This is an optimization exercise on Yosys and OpenROAD, whose aim is small area, a short achievable clock period and few clock cycles per item, not a production implementation.
Where RTL was checked, it was by simulation tests only, not by an equivalence proof against the original.
No functional check of the RTL was part of run 2.
No activity file was given, so power comes from the tool's default toggle rates.

==> flow/design.v <==
`timescale 1ns / 1ps
module fsm#(parameter max_size = 16, parameter bit_size = 16)
(
    input [bit_size-1:0] n,
    input [bit_size-1:0] dataIn,
    input R_I,
    input reset,
    input clk,
    output [bit_size * max_size - 1: 0] dataOut,
    output reg R_O
    );
reg [bit_size-1:0] c [0:max_size-1];
reg [4:0] rem;           
reg [bit_size-1:0] w;    
reg wv;                  
reg clr;                 
wire last = (rem == 5'd0);
wire take = R_I & ~last;
always @(posedge clk) begin
    w <= dataIn;
    clr <= reset;
    if (reset) begin
        rem <= n[4:0];
        wv <= 1'b0;
        R_O <= 1'b0;
    end else begin
        if (take)
            rem <= rem - 5'd1;
        wv <= take;
        R_O <= R_O | (wv & last);
    end
end
wire e = wv;
wire [bit_size-1:0] wn = ~w;
wire [max_size:0] gt;
assign gt[0] = 1'b0;
genvar k;
generate
    for (k = 0; k < max_size; k = k + 1) begin : g_row
        sort_gt u_gt (.an(wn), .b(c[k]), .gt(gt[k+1]));
        wire sh = e & gt[k];
        wire ld = e & gt[k+1] & ~gt[k];
        wire kp = ~clr & ~(e & gt[k+1]);
        wire [bit_size-1:0] prev = (k == 0) ? {bit_size{1'b0}} : c[(k == 0) ? 0 : k-1];
        wire [bit_size-1:0] d;
        sort_sel u_sel (.sh(sh), .ld(ld), .kp(kp), .prev(prev), .din(w), .cur(c[k]), .d(d));
        always @(posedge clk)
            c[k] <= d;
        assign dataOut[k*bit_size +: bit_size] = c[k];
    end
endgenerate
endmodule
module sort_gt
(
    input [15:0] an,
    input [15:0] b,
    output gt
    );
wire [15:0] g = ~(an | b);
wire [15:0] p = ~(an & b);
wire [7:0] g1, p1;
wire [3:0] g2, p2;
wire [1:0] g3, p3;
genvar i;
generate
    for (i = 0; i < 8; i = i + 1) begin : l1
        assign g1[i] = g[2*i+1] | p[2*i+1] & g[2*i];
        assign p1[i] = p[2*i+1] & p[2*i];
    end
    for (i = 0; i < 4; i = i + 1) begin : l2
        assign g2[i] = g1[2*i+1] | p1[2*i+1] & g1[2*i];
        assign p2[i] = p1[2*i+1] & p1[2*i];
    end
    for (i = 0; i < 2; i = i + 1) begin : l3
        assign g3[i] = g2[2*i+1] | p2[2*i+1] & g2[2*i];
        assign p3[i] = p2[2*i+1] & p2[2*i];
    end
endgenerate
assign gt = g3[1] | p3[1] & g3[0];
endmodule
module sort_sel
(
    input sh,
    input ld,
    input kp,
    input [15:0] prev,
    input [15:0] din,
    input [15:0] cur,
    output [15:0] d
    );
assign d = ({16{sh}} & prev) | ({16{ld}} & din) | ({16{kp}} & cur);
endmodule
==> flow/flow/run.sh <==
#!/bin/bash
set -euo pipefail
bash standard.sh \
  "BUFFER_PORTS_ARGS=-buffer_cell sky130_fd_sc_hd__buf_1" \
  SETUP_SLACK_MARGIN=6.85 \
  finish > standard.log 2>&1
==> flow/standard.sh <==
#!/bin/bash
# synth_recipe.tcl (not shown) runs the flow's synth.tcl, then flattens the netlist and writes it again
# the make line also repeats each setting of config.mk as NAME=value (left out here)
make -C /OpenROAD-flow-scripts/flow DESIGN_CONFIG=/design/flow/config.mk WORK_HOME=/design/flow/orfs CLKGATE_MAP_FILE= SYNTH_SCRIPT=/design/flow/synth_recipe.tcl "${@:-finish}"
==> flow/config.mk <==
export PLATFORM = sky130hd
export DESIGN_NAME = fsm
export DESIGN_NICKNAME = fsm
export VERILOG_FILES = /design/flow/design.v
export SDC_FILE = /design/flow/constraint.sdc
export NUM_CORES = 4
export LEC_CHECK = 0
export CAP_MARGIN = 20
export CORE_MARGIN = 2
export CORE_UTILIZATION = 60
export SLEW_MARGIN = 20
export SYNTH_HIERARCHICAL = 1
==> flow/constraint.sdc <==
create_clock -name core_clock -period 10.0 [get_ports {clk}]
set_input_delay 2.0000 -clock core_clock [delete_from_list [all_inputs] [get_ports {clk}]]
set_output_delay 2.0000 -clock core_clock [all_outputs]
set_load 0.01 [all_outputs]
==> results of run 1 <==
## through the flow
stage / utilization [%] / power [mW] / setup WS [ns]
2_1_floorplan: - / 1.45 / 6.83
3_3_place_gp: 67.2 / 1.56 / 5.29
3_5_place_dp: 67.2 / 1.57 / 5.23
4_1_cts: 74.6 / 2.66 / 6.85
5_1_grt: 76.4 / 2.77 / 6.83
6_report: 76.4 / 2.69 / 6.86
## per-module statistics from Yosys, one instance, submodules excluded
module,copies in the design,flops+latches,cell area [µm²]
sort_sel,16,0,248
sort_gt,16,0,213
fsm,1,280,6150
## flip-flops by register name, indices dropped and copies added (netlist names)
name,count
R_O,1
c,256
clr,1
w,16
rem,5
wv,1
## power by group
part	leakage, nW	total (mW)	switching [mW]	internal [mW]
combinational	5.32	0.359	0.234	0.125
sequential	2.39	1.24	0.0729	1.17
clock	0.469	1.09	0.450	0.640
total	8.18	2.69	0.758	1.93
## worst max-delay path by stage
| stage | cells past startpoint | start | endpoint |
|---|---|---|---|
| after floorplan | 11 | w[7] | c[6][10] |
| after global placement | 10 | w[15] | c[0][14] |
| after detailed placement | 10 | w[15] | c[0][14] |
| after CTS | 12 | w[13] | c[2][12] |
| after global routing | 12 | w[13] | c[6][13] |
| final | 1 | c[7][15] | dataOut[127] |
## layout by cell type (no fill, tap or decap), types with 5 or more instances in the layout
master	Yosys	routed
o22ai_1	48	48
clkbuf_16	0	29
nand3_1	32	32
inv_1	275	262
o21ai_0	98	98
clkbuf_1	1	9
nand2_1	36	36
nor2_1	50	34
edfxtp_1	5	5
a22oi_1	48	48
dfxtp_1	275	47
clkinvlp_4	0	16
conb_1	1	23
and2b_2	0	6
o211ai_1	16	16
a222oi_1	272	272
buf_2	19	55
and2_4	0	15
clkbuf_8	0	11
nor2b_4	0	8
buf_4	0	65
a21oi_1	65	64
nand4_1	32	32
and2_1	25	16
clkbuf_2	0	31
a221oi_2	16	16
o31ai_1	64	64
dfxtp_2	0	217
maj3_1	16	16
nor2_2	0	15
dfxtp_4	0	11
buf_1	0	194
o21ai_1	17	17
## cells by family (layout without fill, tap and decap cells)
group	count (synthesis)	count (layout)	synth area share, %
adder cells (fa/ha/maj)	17	17	1.28
XOR/XNOR	3	3	0.194
other	1	23	0.0277
multiplexers	2	2	0.167
AND/OR/NAND/NOR	198	199	7.42
buffers and inverters	327	687	11.0
AO/OA/AOI/OAI	646	646	38.0
flip-flops	280	280	41.8
## final cells by class
type	instances	area, µm²
fillers	1714	5180
repair inverters	5	32.5
clock inverters	4	47.5
multi-input cells	890	6610
inverters	275	1080
clock buffers	49	911
flip-flops and latches	280	5970
repair buffers	354	1780
well taps	280	350
## per-layer routing
| metal | GRT usage (%) | up-vias | part of all wire [%] |
|---|---|---|---|
| li1 | - | 6691 | - |
| met1 | 50.0 | 7099 | 35 |
| met2 | 63.5 | 1224 | 45 |
| met3 | 9.36 | 252 | 13 |
| met4 | 23.8 | 0 | 6.2 |
| met5 | 0 | - | 0 |
## what timing repair did
action                                  CTS  global route
pin swaps                                 0            15
gates resized for setup                 279           130
endpoints found under the setup margin  437           357
gates cloned                              5             1
setup buffers                            25            22
hold buffers                              0             0
==> results.sh, run 1 <==
export IMPL_die_area_um2=23700
export IMPL_irDropWorstVdd_mv=0.145
export IMPL_fin_crit_ns=3.14
export IMPL_postLayoutCellArea_um2=16800
export IMPL_hold_slack_ns=0.490
export IMPL_dp_hpwl_mm=31.5
export IMPL_synthesis_area_um2=13500
export IMPL_cts_root_buf="clkbuf_16"
export IMPL_fin_crit_sh_pct=31.4
export IMPL_placement_cell_area_um2=14800
export IMPL_slew_headroom_pct=30.7
export IMPL_portBuffers=280
export IMPL_clkSlewWorstSetupHoldPaths_ns=0.06
export IMPL_min_from="R_O"
export IMPL_fp_coreArea_um2=22000
export IMPL_cpPeakStageDelay_ns=0.42
export IMPL_slowest_stage="dfxtp_2"
export IMPL_synthTopCellsByCount="275 x dfxtp_1, 275 x inv_1, 272 x a222oi_1, 98 x o21ai_0, 65 x a21oi_1"
export IMPL_vias_per_cell=7.14
export IMPL_drt_pass1_iter_count=14
export IMPL_vias=15300
export IMPL_grt_max_degree=49
export IMPL_grt_setup_unrepaired="yes"
export IMPL_hold_viol_final=0
export IMPL_io_pins=292
export IMPL_whs_endpoint="R_O"
export IMPL_die_y_um=154
export IMPL_fin_cells=2137
export IMPL_drtIter0Drc=3466
export IMPL_htree_levels=1
export IMPL_wl_mm=51.0
export IMPL_antenna_cells=0
export IMPL_r2r_cells=12
export IMPL_netlist_area_leader_share_pct=40.7
export IMPL_reg2reg_to="c[9][7]"
export IMPL_skew_ns=0.0138
export IMPL_crit_type="reg -> out"
export IMPL_cts_tree="done"
export IMPL_finalMaxSlewViolations=0
export IMPL_endpoint_kind="primary output"
export IMPL_rows=54
export IMPL_synth_edff_count=5
export IMPL_reg2reg_from="w[13]"
export IMPL_worstSkewPairLatency_ns=0.55
export IMPL_fmax_mhz=319
export IMPL_cp_top_family="flip-flops"
export IMPL_ys_ff_latch=280
export IMPL_yosysTopAreaCell="dfxtp_1"
export IMPL_drc=0
export IMPL_power_density_nw_per_um2=160
export IMPL_hp_class="reg -> reg"
export IMPL_finalNetCount=1871
export IMPL_syn_area_per_cell_um2=9.17
export IMPL_required_ns=8.00
export IMPL_dp_cells=2031
export IMPL_start_util_pct=61.6
export IMPL_grt_pass1_vias=13700
export IMPL_crit_chain="clkbuf_2"
export IMPL_finalSetupViolCount=0
export IMPL_yosys_cell_types_count=34
export IMPL_antenna_found_initial=0
export IMPL_rrSetupSlack_ns=6.94
export IMPL_worstMarginPinSlew_ns=1.04
export IMPL_p_leak_nw=8.18
export IMPL_hold_depth=2
export IMPL_syn_inst=1474
export IMPL_async_flop_share_pct=0
export IMPL_cts_buffer_depth=3
export IMPL_grt_pass1_wl_mm=76.9
export IMPL_status="timing/DRC/antenna clean"
export IMPL_finalSetupTns_ns=0
export IMPL_ant_nets=0
export IMPL_syn2layout_area_growth_pct=24.2
export IMPL_cts_sinks=280
export IMPL_grt_use_total_pct=40.1
export IMPL_synth_yosys_seq_area_share_pct=41.8
export IMPL_synth_main_ff_cell="dfxtp_1"
export IMPL_cts_inserted_buffers=29
export IMPL_gp_congestion=0.926
export IMPL_post_drt_wl_per_cell_um=23.9
export IMPL_yosysWarnings=9
export IMPL_cp_arrival_ns=1.14
export IMPL_cap_viol_max_count=0
export IMPL_drive_above_1_share_pct=27.8
export IMPL_startpoint_type="flip-flop"
export IMPL_crit_buf_inv=1
export IMPL_yosys_top_cells_area="dfxtp_1 41%, a222oi_1 20%, inv_1 7.6%, o21ai_0 3.6%, o31ai_1 3.6%"
export IMPL_grt_ovfl_total=0
export IMPL_dieWidth_um=154
export IMPL_crit_fanout=5
Testbench counts, summed over its fixed seeds: cycles 8,032, items 6,496.
==> inputs of run 2 (changes only) <==
--- a/flow/design.v
+++ b/flow/design.v
@@ -42,7 +42,10 @@
         wire ld = e & gt[k+1] & ~gt[k];
         wire kp = ~clr & ~(e & gt[k+1]);
-        wire [bit_size-1:0] prev = (k == 0) ? {bit_size{1'b0}} : c[(k == 0) ? 0 : k-1];
         wire [bit_size-1:0] d;
-        sort_sel u_sel (.sh(sh), .ld(ld), .kp(kp), .prev(prev), .din(w), .cur(c[k]), .d(d));
+        if (k == 0) begin : g_top
+            sort_sel0 u_sel (.ld(ld), .kp(kp), .din(w), .cur(c[k]), .d(d));
+        end else begin : g_rest
+            sort_sel u_sel (.sh(sh), .ld(ld), .kp(kp), .prev(c[k-1]), .din(w), .cur(c[k]), .d(d));
+        end
         always @(posedge clk)
             c[k] <= d;
@@ -91,2 +94,12 @@
 assign d = ({16{sh}} & prev) | ({16{ld}} & din) | ({16{kp}} & cur);
 endmodule
+module sort_sel0
+(
+    input ld,
+    input kp,
+    input [15:0] din,
+    input [15:0] cur,
+    output [15:0] d
+    );
+assign d = ({16{ld}} & din) | ({16{kp}} & cur);
+endmodule
==> flow/flow/run.sh (replaced) <==
#!/bin/bash
set -euo pipefail
ARGS=()
while IFS= read -r line; do
  [[ -n "$line" && "$line" != \#* ]] && ARGS+=("$line")
done < flow/args.txt
bash standard.sh "${ARGS[@]}" finish > standard.log 2>&1
==> flow/flow/args.txt (new file) <==
BUFFER_PORTS_ARGS=-buffer_cell sky130_fd_sc_hd__buf_1
SETUP_SLACK_MARGIN=6.85
CTS_CLUSTER_SIZE=30
CTS_CLUSTER_DIAMETER=150
--- a/flow/config.mk
+++ b/flow/config.mk
@@ -8,5 +8,5 @@
 export CAP_MARGIN = 20
 export CORE_MARGIN = 2
-export CORE_UTILIZATION = 60
+export CORE_UTILIZATION = 50
 export SLEW_MARGIN = 20
 export SYNTH_HIERARCHICAL = 1
==> run 2 against run 1 <==
Against the previous run: power down 22%; critical path type unchanged; largest power group unchanged; sequential share of layout area is 0.61 points higher; still clean; largest cell class unchanged; area after synthesis fell by 0.41%; worst hold slack improved by 0.019 ns.
==> results.sh, run 2 <==
export IMPL_status="timing/DRC/antenna clean"
export IMPL_pwr_share_comb_pct=13.7
export IMPL_finalMaxSlewViolations=0
export IMPL_finalSetupTns_ns=0
export IMPL_cts_inserted_buffers=13
export IMPL_whs_endpoint="R_O"
export IMPL_num_fill_cells=2425
export IMPL_hp_class="reg -> reg"
export IMPL_htree_levels=1
export IMPL_synthesis_area_um2=13500
export IMPL_irDropWorstVdd_mv=0.134
export IMPL_finalSetupViolCount=0
export IMPL_clkSlewWorstSetupHoldPaths_ns=0.12
export IMPL_dieWidth_um=168
export IMPL_worstMarginPinSlew_ns=1.23
export IMPL_syn_area_per_cell_um2=9.23
export IMPL_start_util_pct=50.4
export IMPL_ys_ff_latch=280
export IMPL_p_seq_share_pct=56.5
export IMPL_switching_share_pct=29.1
export IMPL_crit_buf_inv=1
export IMPL_fin_crit_sh_pct=31.4
export IMPL_synth_main_ff_cell="dfxtp_1"
export IMPL_cpPeakStageDelay_ns=0.46
export IMPL_die_area_um2=28300
export IMPL_io_pins=292
export IMPL_synth_edff_count=5
export IMPL_grt_max_degree=49
export IMPL_portBuffers=280
export IMPL_cts_root_buf="clkbuf_16"
export IMPL_crit_type="reg -> out"
export IMPL_drt_pass1_iter_count=12
export IMPL_die_y_um=168
export IMPL_vias_per_cell=6.83
export IMPL_yosys_top_cells_area="dfxtp_1 41%, a222oi_1 19%, inv_1 7.2%, o21ai_0 3.6%, o31ai_1 3.6%"
export IMPL_grt_use_total_pct=35.0
export IMPL_layout_commonest_cell="a222oi_1"
export IMPL_hold_viol_final=0
export IMPL_yosysWarnings=9
export IMPL_yosysTopAreaCell="dfxtp_1"
export IMPL_gp_congestion=0.865
export IMPL_grt_setup_unrepaired="yes"
export IMPL_synth_most_common_cell="dfxtp_1"
export IMPL_fin_crit_ns=3.14
export IMPL_fp_coreArea_um2=26700
export IMPL_synthTopCellsByCount="275 x dfxtp_1, 259 x inv_1, 256 x a222oi_1, 98 x o21ai_0, 65 x a21oi_1"
export IMPL_slowest_stage="dfxtp_1"
export IMPL_cp_top_family="flip-flops"
export IMPL_cts_tree="done"
export IMPL_skew_ns=0.0292
export IMPL_crit_fanout=5
export IMPL_min_from="R_O"
export IMPL_crit_chain="buf_1"
export IMPL_grt_pass1_vias=13000
export IMPL_vias=14700
export IMPL_grt_pass1_wl_mm=78.6
export IMPL_cts_buffer_depth=3
export IMPL_cts_sinks=280
export IMPL_grt_ovfl_total=0
export IMPL_power_density_nw_per_um2=128
export IMPL_dp_hpwl_mm=33.3
export IMPL_multi_input_area_um2=6510
export IMPL_antenna_cells=0
export IMPL_internal_power_mw=1.49
export IMPL_required_ns=8.00
export IMPL_drive_above_1_share_pct=25.6
export IMPL_finalNetCount=1852
export IMPL_wl_mm=53.0
export IMPL_reg2reg_to="c[4][14]"
export IMPL_async_flop_share_pct=0
export IMPL_rrSetupSlack_ns=6.93
export IMPL_r2r_cells=13
export IMPL_largest_reg_flops=256
export IMPL_syn2layout_area_growth_pct=21.5
export IMPL_yosys_cell_types_count=36
export IMPL_netlist_area_leader_share_pct=40.9
export IMPL_seq_area_um2=5910
export IMPL_startpoint_type="flip-flop"
export IMPL_worstSkewPairLatency_ns=0.52
export IMPL_p_leak_nw=7.79
export IMPL_dp_worst_setup_slack_ns=5.57
export IMPL_slew_headroom_pct=17.9
export IMPL_post_drt_wl_per_cell_um=24.6
export IMPL_top_register="c"
export IMPL_antenna_found_initial=0
export IMPL_synth_yosys_seq_area_share_pct=42.0
export IMPL_layout_common_cells="256 x a222oi_1, 245 x inv_1, 231 x buf_1"
export IMPL_drc=0
export IMPL_cp_arrival_ns=1.14
export IMPL_fmax_mhz=318
export IMPL_clkPwrFrac_pct=29.8
export IMPL_endpoint_kind="primary output"
export IMPL_hold_depth=2
export IMPL_reg_top3="c (256), w (16), rem (5)"
export IMPL_ant_nets=0
export IMPL_rows=60
export IMPL_reg2reg_from="w[14]"
export IMPL_switchingPower_uw=610
export IMPL_drtIter0Drc=2916
export IMPL_cap_viol_max_count=0
export IMPL_fin_ws_ns=6.86
export IMPL_syn_inst=1458
run 2: changes by cell type in the layout (fill, tap and decap cells not counted), sizes merged, moves of 16 or more:
cell,previous run,this run
conb,23,0
clkbuf,80,27
buf,323,375
a22o,0,16
a222oi,272,256
inv,263,246
run 2: logic make-up after synthesis:
| kind of cell | Yosys count | synth area share, % |
|---|---|---|
| xor+xnor | 3 | 0.195 |
| flops | 280 | 42.0 |
| simple gates | 198 | 7.45 |
| mux | 2 | 0.167 |
| buf+inv | 312 | 10.8 |
| fa+ha+maj | 17 | 1.28 |
| compound gates | 646 | 38.1 |
run 2: worst max path at each step:
stage	from	end	slack, ns	cells after the start
floorplan	w[7]	c[14][7]	6.89	11
global placement	w[3]	c[7][0]	5.59	11
detailed placement	w[15]	c[9][10]	5.57	12
CTS	w[9]	c[13][14]	6.83	12
global route	w[14]	c[3][15]	6.81	13
finish	c[3][15]	dataOut[63]	6.86	1
run 2: power groups by stage:
stage	combinational (mW)	clock, mW	sequential, mW
2_1_floorplan	0.146	0	1.21
3_3_place_gp	0.235	0	1.20
3_5_place_dp	0.238	0	1.21
4_1_cts	0.262	0.632	1.18
5_1_grt	0.303	0.669	1.19
6_report	0.286	0.626	1.18
run 2: what timing repair did:
| action | 4_1_cts | 5_1_grt |
|---|---|---|
| gates resized for setup | 225 | 124 |
| cloned | 8 | 0 |
| endpoints found under the setup margin | 395 | 347 |
| hold buffers | 0 | 0 |
| pin swaps | 9 | 44 |
| setup buffers | 35 | 43 |
run 2: area by class of cell:
| class | count | area share (%) |
|---|---|---|
| Inverter | 259 | 6.23 |
| Clock buffer | 14 | 2.01 |
| Sequential cell | 280 | 36.2 |
| Timing Repair inverter | 8 | 0.352 |
| Timing Repair Buffer | 388 | 12.7 |
| Clock inverter | 1 | 0.122 |
| Tap cell | 341 | 2.61 |
| Multi-Input combinational cell | 866 | 39.8 |
run 2: metrics by stage:
| stage | hold slack [ns] | power, mW | util [%] | instance area (µm²) | std cells |
|---|---|---|---|---|---|
| 2_1_floorplan | 0.505 | 1.36 | - | 13500 | 1458 |
| 3_3_place_gp | 0.462 | 1.44 | 55.0 | 14700 | 2056 |
| 3_5_place_dp | 0.480 | 1.44 | 55.0 | 14700 | 2056 |
| 4_1_cts | 0.509 | 2.08 | 59.1 | 15800 | 2114 |
| 5_1_grt | 0.545 | 2.16 | 61.2 | 16300 | 2157 |
| 6_report | 0.509 | 2.10 | 61.2 | 16300 | 2157 |
run 2: per-module statistics from Yosys, one instance, submodules excluded:
module,cells,copies in the design,flops+latches
fsm,369,1,280
sort_gt,34,16,0
sort_sel,35,15,0
sort_sel0,20,1,0
run 2: per-layer routing:
layer	GRT usage, %	wire [µm]	up-vias
met4	12.8	1630	0
met2	57.0	24700	905
li1	-	-	6602
met1	45.7	21100	7132
met5	0	0	-
met3	7.73	5590	103
run 2: worst min-delay path, delay by kind of cell (launching register included):
family	cells	cell delay (ns)
AOI/OAI and AO/OA	1	0.05
and+or+nand+nor	1	0.08
DFF	1	0.36
==> inputs of run 3 (changes only) <==
--- a/flow/design.v
+++ b/flow/design.v
@@ -12,5 +12,5 @@
 reg [bit_size-1:0] c [0:max_size-1];
 reg [4:0] rem;           
-reg [bit_size-1:0] w;    
+reg [bit_size-1:0] wn;   
 reg wv;                  
 reg clr;                 
@@ -18,5 +18,5 @@
 wire take = R_I & ~last;
 always @(posedge clk) begin
-    w <= dataIn;
+    wn <= (take & ~reset) ? ~dataIn : {bit_size{1'b1}};
     clr <= reset;
     if (reset) begin
@@ -31,6 +31,5 @@
     end
 end
-wire e = wv;
-wire [bit_size-1:0] wn = ~w;
+wire [bit_size-1:0] w = ~wn;
 wire [max_size:0] gt;
 assign gt[0] = 1'b0;
@@ -39,7 +38,7 @@
     for (k = 0; k < max_size; k = k + 1) begin : g_row
         sort_gt u_gt (.an(wn), .b(c[k]), .gt(gt[k+1]));
-        wire sh = e & gt[k];
-        wire ld = e & gt[k+1] & ~gt[k];
-        wire kp = ~clr & ~(e & gt[k+1]);
+        wire sh = gt[k];
+        wire ld = gt[k+1] & ~gt[k];
+        wire kp = ~clr & ~gt[k+1];
         wire [bit_size-1:0] d;
         if (k == 0) begin : g_top
@@ -60,25 +59,13 @@
     output gt
     );
-wire [15:0] g = ~(an | b);
-wire [15:0] p = ~(an & b);
-wire [7:0] g1, p1;
-wire [3:0] g2, p2;
-wire [1:0] g3, p3;
-genvar i;
-generate
-    for (i = 0; i < 8; i = i + 1) begin : l1
-        assign g1[i] = g[2*i+1] | p[2*i+1] & g[2*i];
-        assign p1[i] = p[2*i+1] & p[2*i];
-    end
-    for (i = 0; i < 4; i = i + 1) begin : l2
-        assign g2[i] = g1[2*i+1] | p1[2*i+1] & g1[2*i];
-        assign p2[i] = p1[2*i+1] & p1[2*i];
-    end
-    for (i = 0; i < 2; i = i + 1) begin : l3
-        assign g3[i] = g2[2*i+1] | p2[2*i+1] & g2[2*i];
-        assign p3[i] = p2[2*i+1] & p2[2*i];
-    end
-endgenerate
-assign gt = g3[1] | p3[1] & g3[0];
+wire [15:0] a = ~an;
+reg cy;
+integer j;
+always @* begin
+    cy = 1'b0;
+    for (j = 0; j < 16; j = j + 1)
+        cy = (a[j] & ~b[j]) | ((a[j] | ~b[j]) & cy);
+end
+assign gt = cy;
 endmodule
 module sort_sel
==> flow/flow/args.txt (replaced) <==
BUFFER_PORTS_ARGS=-buffer_cell sky130_fd_sc_hd__buf_1
SETUP_SLACK_MARGIN=6.8
--- a/flow/config.mk
+++ b/flow/config.mk
@@ -8,5 +8,7 @@
 export CAP_MARGIN = 20
 export CORE_MARGIN = 2
-export CORE_UTILIZATION = 50
+export CORE_UTILIZATION = 45
+export CTS_CLUSTER_DIAMETER = 100
+export CTS_CLUSTER_SIZE = 20
 export SLEW_MARGIN = 20
 export SYNTH_HIERARCHICAL = 1
==> run 3 against run 2 <==
Against the previous run: still clean; via count decreased by 2.1%; sequential share of layout area increased by 1.2 points; utilization decreased by 9.2 points; global-route usage decreased by 3.4 points; worst hold slack got worse by 0.037 ns; largest power group is now combinational cells; highest routed layer unchanged; non-clock buffer count decreased by 93; largest cell class unchanged; critical path depth increased by 7.
==> results.sh, run 3 <==
export IMPL_crit_type="reg -> reg"
export IMPL_syn_area_per_cell_um2=9.22
export IMPL_dp_worst_setup_slack_ns=6.15
export IMPL_antenna_cells=0
export IMPL_grt_pass1_wl_mm=77.2
export IMPL_status="timing/DRC/antenna clean"
export IMPL_die_y_um=177
export IMPL_internal_power_mw=2.72
export IMPL_num_fill_cells=2902
export IMPL_hold_viol_final=0
export IMPL_layout_commonest_cell="inv_1"
export IMPL_dp_cells=2085
export IMPL_die_area_um2=31300
export IMPL_worstSkewPairLatency_ns=0.50
export IMPL_synthTopCellsByCount="275 x dfxtp_1, 275 x inv_1, 272 x a222oi_1, 83 x o21ai_0, 65 x a21oi_1"
export IMPL_p_total_mw=5.27
export IMPL_netlist_area_leader_share_pct=41.0
export IMPL_fin_cells=2108
export IMPL_grt_ovfl_total=0
export IMPL_grt_setup_unrepaired="yes"
export IMPL_grt_use_total_pct=31.5
export IMPL_antenna_found_initial=0
export IMPL_post_drt_wl_per_cell_um=24.7
export IMPL_synth_yosys_seq_area_share_pct=42.1
export IMPL_portBuffers=280
export IMPL_clkSlewWorstSetupHoldPaths_ns=0.09
export IMPL_cap_viol_max_count=0
export IMPL_p_seq_share_pct=39.0
export IMPL_cts_inserted_buffers=17
export IMPL_cts_sinks=280
export IMPL_reg_top3="c (256), wn (16), rem (5)"
export IMPL_cts_buffer_depth=3
export IMPL_synth_edff_count=5
export IMPL_fin_crit_sh_pct=32.4
export IMPL_async_flop_share_pct=0
export IMPL_cp_arrival_ns=3.69
export IMPL_gp_congestion=0.845
export IMPL_yosys_top_cells_area="dfxtp_1 41%, a222oi_1 20%, inv_1 7.7%, o21ai_0 3.1%, buf_6 2.8%"
export IMPL_pwr_share_comb_pct=47.9
export IMPL_gr_usage_met3_pct=6.55
export IMPL_irDropWorstVdd_mv=0.146
export IMPL_synth_main_ff_cell="dfxtp_1"
export IMPL_skew_ns=0.0127
export IMPL_synthesis_area_um2=13400
export IMPL_finalSetupViolCount=0
export IMPL_grt_use_met1_pct=41.3
export IMPL_finalSetupTns_ns=0
export IMPL_grt_pass1_vias=12700
export IMPL_fp_coreArea_um2=29600
export IMPL_yosysWarnings=10
export IMPL_required_ns=10.45
export IMPL_drt_pass1_iter_count=14
export IMPL_p_leak_nw=7.00
export IMPL_finalMaxSlewViolations=0
export IMPL_start_util_pct=45.5
export IMPL_drtIter0Drc=2768
export IMPL_finalNetCount=1755
export IMPL_slew_headroom_pct=5.02
export IMPL_ys_ff_latch=280
export IMPL_cts_root_buf="clkbuf_16"
export IMPL_syn2layout_area_growth_pct=14.3
export IMPL_yosys_cell_types_count=36
export IMPL_hp_class="reg -> reg"
export IMPL_syn_inst=1458
export IMPL_cts_tree="done"
export IMPL_vias_per_cell=6.84
export IMPL_grt_use_met2_pct=51.2
export IMPL_rows=63
export IMPL_crit_fanout=49
export IMPL_fin_ws_ns=6.76
export IMPL_htree_levels=1
export IMPL_switchingPower_mw=2.54
export IMPL_top_usage_layer="met2"
export IMPL_fin_crit_ns=3.24
export IMPL_yosysTopAreaCell="dfxtp_1"
export IMPL_wl_mm=52.1
export IMPL_drc=0
export IMPL_top_register="c"
export IMPL_worstMarginPinSlew_ns=1.42
export IMPL_io_pins=292
export IMPL_dp_hpwl_mm=32.8
export IMPL_layout_common_cells="275 x inv_1, 272 x a222oi_1, 260 x buf_1"
export IMPL_final_core_util_pct=52.0
export IMPL_dieWidth_um=177
export IMPL_ant_nets=0
export IMPL_grt_max_degree=66
export IMPL_endpoint_kind="flip-flop"
export IMPL_largest_reg_flops=256
export IMPL_startpoint_type="flip-flop"
export IMPL_drive_above_1_share_pct=9.43
export IMPL_vias=14400
export IMPL_power_density_nw_per_um2=343
export IMPL_switching_share_pct=48.3
export IMPL_fmax_mhz=308
export IMPL_clkPwrFrac_pct=13.1
-- run 3: layout make-up --
class / instances / area [µm²] / share of cell area (%)
tap: 390 / 488 / 3.18
timing repair buffer: 295 / 1190 / 7.74
inverter: 275 / 1030 / 6.72
multi-input combinational: 850 / 6480 / 42.2
clock buffer: 18 / 429 / 2.79
sequential: 280 / 5740 / 37.4
-- run 3: logic make-up after synthesis --
group           after synthesis  share of synthesized area [%]
compound gates              677                           40.2
buf+inv                     328                           11.3
flops                       280                           42.1
simple gates                167                           5.97
xor+xnor                      3                          0.196
mux                           2                          0.168
fa+ha+maj                     1                         0.0931
-- run 3: path summary, 6_finish.rpt --
check	to	cells past startpoint	slack, ns	startpoint
max reg2reg	c[8][12]	8	6.76	wn[10]
min	R_O	2	0.47	wv
min reg2reg	R_O	2	0.47	wv
max	c[8][12]	8	6.76	wn[10]
-- run 3: routing by layer --
layer / wire (µm) / up-vias
met1: 20400 / 6981
met3: 5780 / 109
met4: 1820 / 0
met5: 0 / -
li1: - / 6476
met2: 24100 / 860
-- run 3: per-stage QoR --
stage / instance area, µm² / hold slack (ns)
after floorplan: 13400 / 0.433
after global placement: 14600 / 0.441
after detailed placement: 14600 / 0.456
after CTS: 15100 / 0.477
after global routing: 15400 / 0.498
final: 15400 / 0.472
-- run 3: critical path, cell delays in order, from the launching register on --
cell	delay, ns
dfxtp_4	0.75
a222oi_1	0.26
a22oi_1	0.21
o21ai_0	0.11
nand3_1	0.11
nand3_1	0.58
nor2b_2	0.81
a222oi_1	0.20
inv_1	0.10
-- run 3: Yosys stat by module, one instance, submodules excluded --
module / flops+latches / times used
fsm: 280 / 1
sort_gt: 0 / 16
sort_sel: 0 / 15
sort_sel0: 0 / 1
-- run 3: power by group through the flow --
stage / clock [mW] / sequential, mW / combinational [mW]
6_report: 0.688 / 2.06 / 2.52
5_1_grt: 0.731 / 2.11 / 2.77
4_1_cts: 0.700 / 2.02 / 2.38
3_5_place_dp: 0 / 2.04 / 2.32
3_3_place_gp: 0 / 2.04 / 2.28
2_1_floorplan: 0 / 2.03 / 1.74
-- run 3: what timing repair did --
action | in CTS | in global routing
pin swaps | 0 | 4
setup endpoints to repair | 260 | 302
resized for setup | 42 | 90
setup buffers | 0 | 5
hold endpoints to repair | 0 | 0
hold buffers | 0 | 0
Testbench counts of run 3, summed over its fixed seeds: cycles 8,032, items 6,496.
==> inputs of run 4 (changes only) <==
==> flow/flow/args.txt (replaced) <==
BUFFER_PORTS_ARGS=-buffer_cell sky130_fd_sc_hd__buf_1
SETUP_SLACK_MARGIN=6.85
==> run 4 against run 3 <==
Against the previous run: still clean on timing, DRC and antenna; clock power is essentially flat; flip-flop and latch count unchanged; wire length increased by 0.28%; design area rose by 1.1%; worst setup slack improved by 0.11 ns; worst hold slack worse by 0.0013 ns; area after synthesis is the same; largest power group unchanged; highest routed layer unchanged.
==> results.sh, run 4 <==
export IMPL_layout_commonest_cell="inv_1"
export IMPL_syn2layout_area_growth_pct=15.6
export IMPL_wl_mm=52.2
export IMPL_finalNetCount=1752
export IMPL_die_y_um=177
export IMPL_ys_ff_latch=280
export IMPL_grt_ovfl_total=0
export IMPL_fin_ws_ns=6.87
export IMPL_netlist_area_leader_share_pct=41.0
export IMPL_clkPwrFrac_pct=12.9
export IMPL_syn_area_per_cell_um2=9.22
export IMPL_yosys_cell_types_count=36
export IMPL_synth_edff_count=5
export IMPL_grt_setup_unrepaired="no"
export IMPL_grt_use_total_pct=31.6
export IMPL_antenna_found_initial=0
export IMPL_yosys_top_cells_area="dfxtp_1 41%, a222oi_1 20%, inv_1 7.7%, o21ai_0 3.1%, buf_6 2.8%"
export IMPL_dp_worst_setup_slack_ns=6.15
export IMPL_largest_reg_flops=256
export IMPL_async_flop_share_pct=0
export IMPL_crit_chain="buf_1"
export IMPL_min_from="wv"
export IMPL_synth_yosys_seq_area_share_pct=42.1
export IMPL_cts_root_buf="clkbuf_16"
export IMPL_startpoint_type="flip-flop"
export IMPL_gp_congestion=0.845
export IMPL_cts_inserted_buffers=17
export IMPL_cts_sinks=280
export IMPL_placement_cell_area_um2=14600
export IMPL_internal_power_mw=2.76
export IMPL_layout_common_cells="275 x inv_1, 272 x a222oi_1, 234 x buf_1"
export IMPL_finalMaxSlewViolations=0
export IMPL_portBuffers=280
export IMPL_num_fill_cells=2895
export IMPL_status="timing/DRC/antenna clean"
export IMPL_grt_pass1_wl_mm=77.2
export IMPL_post_drt_wl_per_cell_um=24.8
export IMPL_rows=63
export IMPL_drtIter0Drc=2784
export IMPL_grt_pass1_vias=12700
export IMPL_fmax_mhz=319
export IMPL_crit_fanout=4
export IMPL_postLayoutCellArea_um2=15500
export IMPL_crit_type="reg -> out"
export IMPL_worstMarginPinSlew_ns=1.44
export IMPL_die_area_um2=31300
export IMPL_synthesis_area_um2=13400
export IMPL_power_density_nw_per_um2=342
export IMPL_pwr_share_comb_pct=47.6
export IMPL_postCtsHoldBufs=0
export IMPL_drive_above_1_share_pct=18.1
export IMPL_synth_main_ff_cell="dfxtp_1"
export IMPL_antenna_cells=0
export IMPL_crit_buf_inv=1
export IMPL_top_register="c"
export IMPL_required_ns=8.00
export IMPL_endpoint_kind="primary output"
export IMPL_drc=0
export IMPL_vias=14300
export IMPL_cp_top_family="flip-flops"
export IMPL_vias_per_cell=6.81
export IMPL_htree_levels=1
export IMPL_dp_hpwl_mm=32.8
export IMPL_slowest_stage="dfxtp_1"
export IMPL_cts_buffer_depth=3
export IMPL_irDropWorstVdd_mv=0.146
export IMPL_fin_crit_ns=3.13
export IMPL_fin_crit_sh_pct=31.3
export IMPL_reg2reg_from="wn[10]"
export IMPL_worstSkewPairLatency_ns=0.50
export IMPL_io_pins=292
export IMPL_drt_pass1_iter_count=13
export IMPL_clkSlewWorstSetupHoldPaths_ns=0.09
export IMPL_cap_viol_max_count=0
export IMPL_synthTopCellsByCount="275 x dfxtp_1, 275 x inv_1, 272 x a222oi_1, 83 x o21ai_0, 65 x a21oi_1"
export IMPL_finalSetupTns_ns=0
export IMPL_hold_viol_final=0
export IMPL_switching_share_pct=47.9
export IMPL_fp_coreArea_um2=29600
export IMPL_reg_top3="c (256), wn (16), rem (5)"
export IMPL_cp_arrival_ns=1.13
export IMPL_dieWidth_um=177
export IMPL_startpoint="c[2][1]"
export IMPL_p_seq_share_pct=39.4
export IMPL_yosysWarnings=10
export IMPL_yosysTopAreaCell="dfxtp_1"
export IMPL_grt_max_degree=66
export IMPL_cpPeakStageDelay_ns=0.40
export IMPL_cts_tree="done"
export IMPL_finalSetupViolCount=0
export IMPL_hp_class="reg -> reg"
export IMPL_syn_inst=1458
export IMPL_skew_ns=0.0111
export IMPL_slew_headroom_pct=3.96
export IMPL_p_leak_nw=7.15
export IMPL_switchingPower_mw=2.54
export IMPL_start_util_pct=45.5
export IMPL_ant_nets=0
## run 4: cell types whose count changed in the layout (fill, tap and decap cells not counted), sizes merged
cell,before,now
clkbuf,36,30
buf,277,280
## run 4: cell families (layout without fill, tap and decap cells)
logic type / Yosys count / in the layout / share of synthesized area [%]
buffers and inverters: 328 / 585 / 11.3
and+or+nand+nor: 167 / 167 / 5.97
DFF: 280 / 280 / 42.1
muxes: 2 / 2 / 0.168
xor gates and xnor gates: 3 / 3 / 0.196
adders and majority gates: 1 / 1 / 0.0931
AOI/OAI and AO/OA: 677 / 677 / 40.2
## run 4: repair_timing
action | 4_1_cts | 5_1_grt
pin swaps | 0 | 2
resized for setup | 144 | 140
endpoints found under the setup margin | 360 | 346
buffers inserted | 0 | 2
endpoints found under the hold margin | 0 | 0
## run 4: final cells by class
class | instances | area, µm² | share of cell area, %
well taps | 390 | 488 | 3.14
clock buffers | 18 | 429 | 2.76
inverters | 275 | 1030 | 6.64
repair buffers | 292 | 1200 | 7.71
flip-flops and latches | 280 | 5900 | 38.0
multi-input cells | 850 | 6490 | 41.8
## run 4: worst paths after layout
check / end / slack (ns) / cells after the start
worst max-delay path: dataOut[33] / 6.87 / 1
worst min-delay path: R_O / 0.47 / 2
worst max register to register: c[7][14] / 7.03 / 8
worst min register to register: R_O / 0.47 / 2
## run 4: modules after synthesis, one instance, submodules excluded
module     cell area [µm²]  flops+latches  cells inside
sort_sel0              196              0            20
sort_gt                213              0            34
sort_sel               248              0            35
fsm                   6120            280           369
## run 4: power groups by stage
stage	logic (mW)	clock network, mW	registers (mW)
3_5_place_dp	2.32	0	2.04
4_1_cts	2.39	0.700	2.04
6_report	2.53	0.687	2.09
2_1_floorplan	1.74	0	2.03
3_3_place_gp	2.28	0	2.04
5_1_grt	2.77	0.731	2.14
## run 4: stage by stage
| step | cells | hold WS (ns) | utilization [%] | power, mW |
|---|---|---|---|---|
| global placement | 2085 | 0.441 | 49.3 | 4.32 |
| global route | 2105 | 0.498 | 52.6 | 5.65 |
| detailed placement | 2085 | 0.456 | 49.3 | 4.36 |
| CTS | 2103 | 0.477 | 51.6 | 5.13 |
| finish | 2105 | 0.470 | 52.6 | 5.31 |
| floorplan | 1458 | 0.433 | - | 3.77 |
## run 4: per-layer routing
metal | GRT usage, % | wire length, µm | vias to the layer above
met1 | 41.2 | 20500 | 6919
met2 | 51.3 | 24200 | 854
met5 | 0 | 0 | -
met4 | 12.0 | 1750 | 0
met3 | 6.49 | 5810 | 103
li1 | - | - | 6468
==> inputs of run 5 (changes only) <==
--- a/flow/config.mk
+++ b/flow/config.mk
@@ -8,5 +8,5 @@
 export CAP_MARGIN = 20
 export CORE_MARGIN = 2
-export CORE_UTILIZATION = 45
+export CORE_UTILIZATION = 50
 export CTS_CLUSTER_DIAMETER = 100
 export CTS_CLUSTER_SIZE = 20
==> run 5 against run 4 <==
Against the previous run: critical path depth unchanged; synthesized cell count unchanged; count of clock-buffer cells in the layout did not move; critical endpoint is now dataOut[209]; largest cell class unchanged.
==> results.sh, run 5 <==
export IMPL_cpPeakStageDelay_ns=0.45
export IMPL_clkSlewWorstSetupHoldPaths_ns=0.09
export IMPL_finalMaxSlewViolations=0
export IMPL_netlist_area_leader_share_pct=41.0
export IMPL_irDropWorstVdd_mv=0.145
export IMPL_fp_coreArea_um2=26700
export IMPL_cts_root_buf="clkbuf_16"
export IMPL_yosys_top_cells_area="dfxtp_1 41%, a222oi_1 20%, inv_1 7.7%, o21ai_0 3.1%, buf_6 2.8%"
export IMPL_drtIter0Drc=2973
export IMPL_startpoint_type="flip-flop"
export IMPL_vias=14500
export IMPL_die_y_um=168
export IMPL_yosys_cell_types_count=36
export IMPL_post_drt_wl_per_cell_um=25.3
export IMPL_syn_area_per_cell_um2=9.22
export IMPL_cp_top_family="flip-flops"
export IMPL_drc=0
export IMPL_fin_cells=2064
export IMPL_slowest_stage="dfxtp_1"
export IMPL_crit_fanout=4
export IMPL_cp_arrival_ns=1.13
export IMPL_p_leak_nw=7.23
export IMPL_synthTopCellsByCount="275 x dfxtp_1, 275 x inv_1, 272 x a222oi_1, 83 x o21ai_0, 65 x a21oi_1"
export IMPL_ys_ff_latch=280
export IMPL_hold_viol_final=0
export IMPL_antenna_found_initial=0
export IMPL_placement_cell_area_um2=14600
export IMPL_async_flop_share_pct=0
export IMPL_worstMarginPinSlew_ns=1.31
export IMPL_fmax_mhz=319
export IMPL_fin_crit_sh_pct=31.3
export IMPL_num_fill_cells=2495
export IMPL_grt_setup_unrepaired="no"
export IMPL_finalSetupTns_ns=0
export IMPL_die_area_um2=28200
export IMPL_rows=60
export IMPL_endpoint_kind="primary output"
export IMPL_crit_chain="buf_1"
export IMPL_power_density_nw_per_um2=345
export IMPL_io_pins=292
export IMPL_fin_crit_ns=3.13
export IMPL_grt_ovfl_total=0
export IMPL_status="timing/DRC/antenna clean"
export IMPL_syn2layout_area_growth_pct=16.1
export IMPL_vias_per_cell=7.04
export IMPL_cts_tree="done"
export IMPL_required_ns=8.00
export IMPL_drt_pass1_iter_count=11
export IMPL_synth_main_ff_cell="dfxtp_1"
export IMPL_syn_inst=1458
export IMPL_finalSetupViolCount=0
export IMPL_cts_sinks=280
export IMPL_cap_viol_max_count=0
export IMPL_crit_type="reg -> out"
export IMPL_worstSkewPairLatency_ns=0.51
export IMPL_synthesis_area_um2=13400
export IMPL_layout_commonest_cell="inv_1"
export IMPL_synth_yosys_seq_area_share_pct=42.1
export IMPL_top_register="c"
export IMPL_gp_congestion=0.838
export IMPL_grt_max_degree=66
export IMPL_layout_common_cells="275 x inv_1, 272 x a222oi_1, 232 x buf_1"
export IMPL_ant_nets=0
export IMPL_htree_levels=1
export IMPL_grt_pass1_vias=12600
export IMPL_slew_headroom_pct=12.8
export IMPL_largest_reg_flops=256
export IMPL_crit_buf_inv=1
export IMPL_hp_class="reg -> reg"
export IMPL_yosysTopAreaCell="dfxtp_1"
export IMPL_final_core_util_pct=58.5
export IMPL_reg_top3="c (256), wn (16), rem (5)"
export IMPL_postLayoutCellArea_um2=15600
export IMPL_dp_cells=2043
export IMPL_wl_mm=52.3
export IMPL_dieWidth_um=168
export IMPL_synth_edff_count=5
export IMPL_grt_use_total_pct=34.6
export IMPL_cts_inserted_buffers=17
export IMPL_portBuffers=280
export IMPL_drive_above_1_share_pct=18.8
export IMPL_skew_ns=0.0147
export IMPL_finalNetCount=1760
export IMPL_cts_buffer_depth=3
export IMPL_start_util_pct=50.4
export IMPL_grt_pass1_wl_mm=77.5
export IMPL_dp_hpwl_mm=31.9
export IMPL_yosysWarnings=10
export IMPL_antenna_cells=0
run 5: kinds of logic after synthesis:
| family | count (synthesis) | share of synthesized area (%) |
|---|---|---|
| flops | 280 | 42.1 |
| mux | 2 | 0.168 |
| simple gates | 167 | 5.97 |
| compound gates | 677 | 40.2 |
| buf+inv | 328 | 11.3 |
| fa+ha+maj | 1 | 0.0931 |
| xor+xnor | 3 | 0.196 |
run 5: final timing paths:
| check | start | endpoint | slack, ns | cells past startpoint |
|---|---|---|---|---|
| min reg2reg | wv | R_O | 0.48 | 2 |
| max reg2reg | wn[8] | c[5][1] | 7.04 | 9 |
| min | wv | R_O | 0.48 | 2 |
| max | c[13][1] | dataOut[209] | 6.87 | 1 |
run 5: per-module statistics from Yosys (local to each module, per instance):
module / copies in the design / flops+latches / cells
sort_sel: 15 / 0 / 35
sort_gt: 16 / 0 / 34
fsm: 1 / 280 / 369
sort_sel0: 1 / 0 / 20
run 5: tightest hold or removal path, delay by kind of cell (launching register included):
kind,cells,cell delay [ns]
flops,1,0.31
simple gates,1,0.08
compound gates,1,0.05
run 5: repair_timing:
| action | CTS | global route |
|---|---|---|
| pin swaps | 1 | 0 |
| hold buffers | 0 | 0 |
| setup endpoints to repair | 374 | 231 |
| gates resized for setup | 191 | 99 |
| buffers inserted | 2 | 0 |
run 5: stage by stage:
step                      hold slack (ns)  power, mW  worst slack [ns]
after floorplan                     0.433       3.77              7.10
after global placement              0.443       4.32              6.43
after detailed placement            0.451       4.37              6.43
after CTS                           0.482       5.22              6.84
after global routing                0.497       5.68              6.85
final                               0.482       5.38              6.87
run 5: layout make-up:
cell class                      count  area, µm²  share of cell area (%)
Clock buffer                       18        429                    2.75
Inverter                          275       1030                    6.62
Multi-Input combinational cell    850       6550                    42.0
Sequential cell                   280       5890                    37.7
Tap cell                          341        427                    2.74
Timing Repair Buffer              300       1270                    8.17
run 5: power breakdown:
part | internal [mW] | switching [mW]
clock | 0.307 | 0.387
sequential | 1.53 | 0.551
combinational | 0.955 | 1.65
total | 2.79 | 2.58
run 5: per-layer routing:
metal,vias up,wire length (µm),GRT usage [%]
li1,6490,-,-
met4,0,2140,13.9
met5,-,0,0
met2,889,23300,53.3
met3,131,6150,6.98
met1,7017,20700,47.6

## afterwards: timing with drivers on the ports
In the flow no input, the clock included, has a driving cell. The finished layouts below were timed again as built, in two steps. Step 1 sets driving cells, clkbuf_16 on the clock port and buf_2 on the other inputs (assumed; they add their load-dependent delay and slew). Step 2 times the ports against the registers' clock, not the clock port: input delays grow and output delays shrink by t, the midpoint of the rising clock arrivals with the driver on. Slacks: no drivers / after step 1 / after step 2; pairs: no drivers / after step 1.
| run | t (ns) | setup slack, ns | worst hold slack (ns) | clock arrival spread, ns | cell pins on the clock port's net |
|---|---|---|---|---|---|
| run 1 | 0.596 | 6.865 / 6.815 / 6.944 | 0.490 / 0.490 / 0.490 | 0.014 / 0.014 | 1 |
| run 2 | 0.550 | 6.859 / 6.810 / 6.932 | 0.509 / 0.509 / 0.509 | 0.029 / 0.029 | 1 |
| run 3 | 0.546 | 6.756 / 6.755 / 6.756 | 0.472 / 0.472 / 0.472 | 0.013 / 0.013 | 1 |
| run 4 | 0.546 | 6.867 / 6.815 / 6.776 | 0.470 / 0.470 / 0.470 | 0.011 / 0.012 | 1 |
| run 5 | 0.554 | 6.866 / 6.816 / 6.810 | 0.482 / 0.482 / 0.482 | 0.018 / 0.018 | 1 |
After both steps setup and hold are still met in every run listed. The setup slack of run 4, which loses most, moves by -0.052 ns with the drivers and by -0.091 ns with both steps.
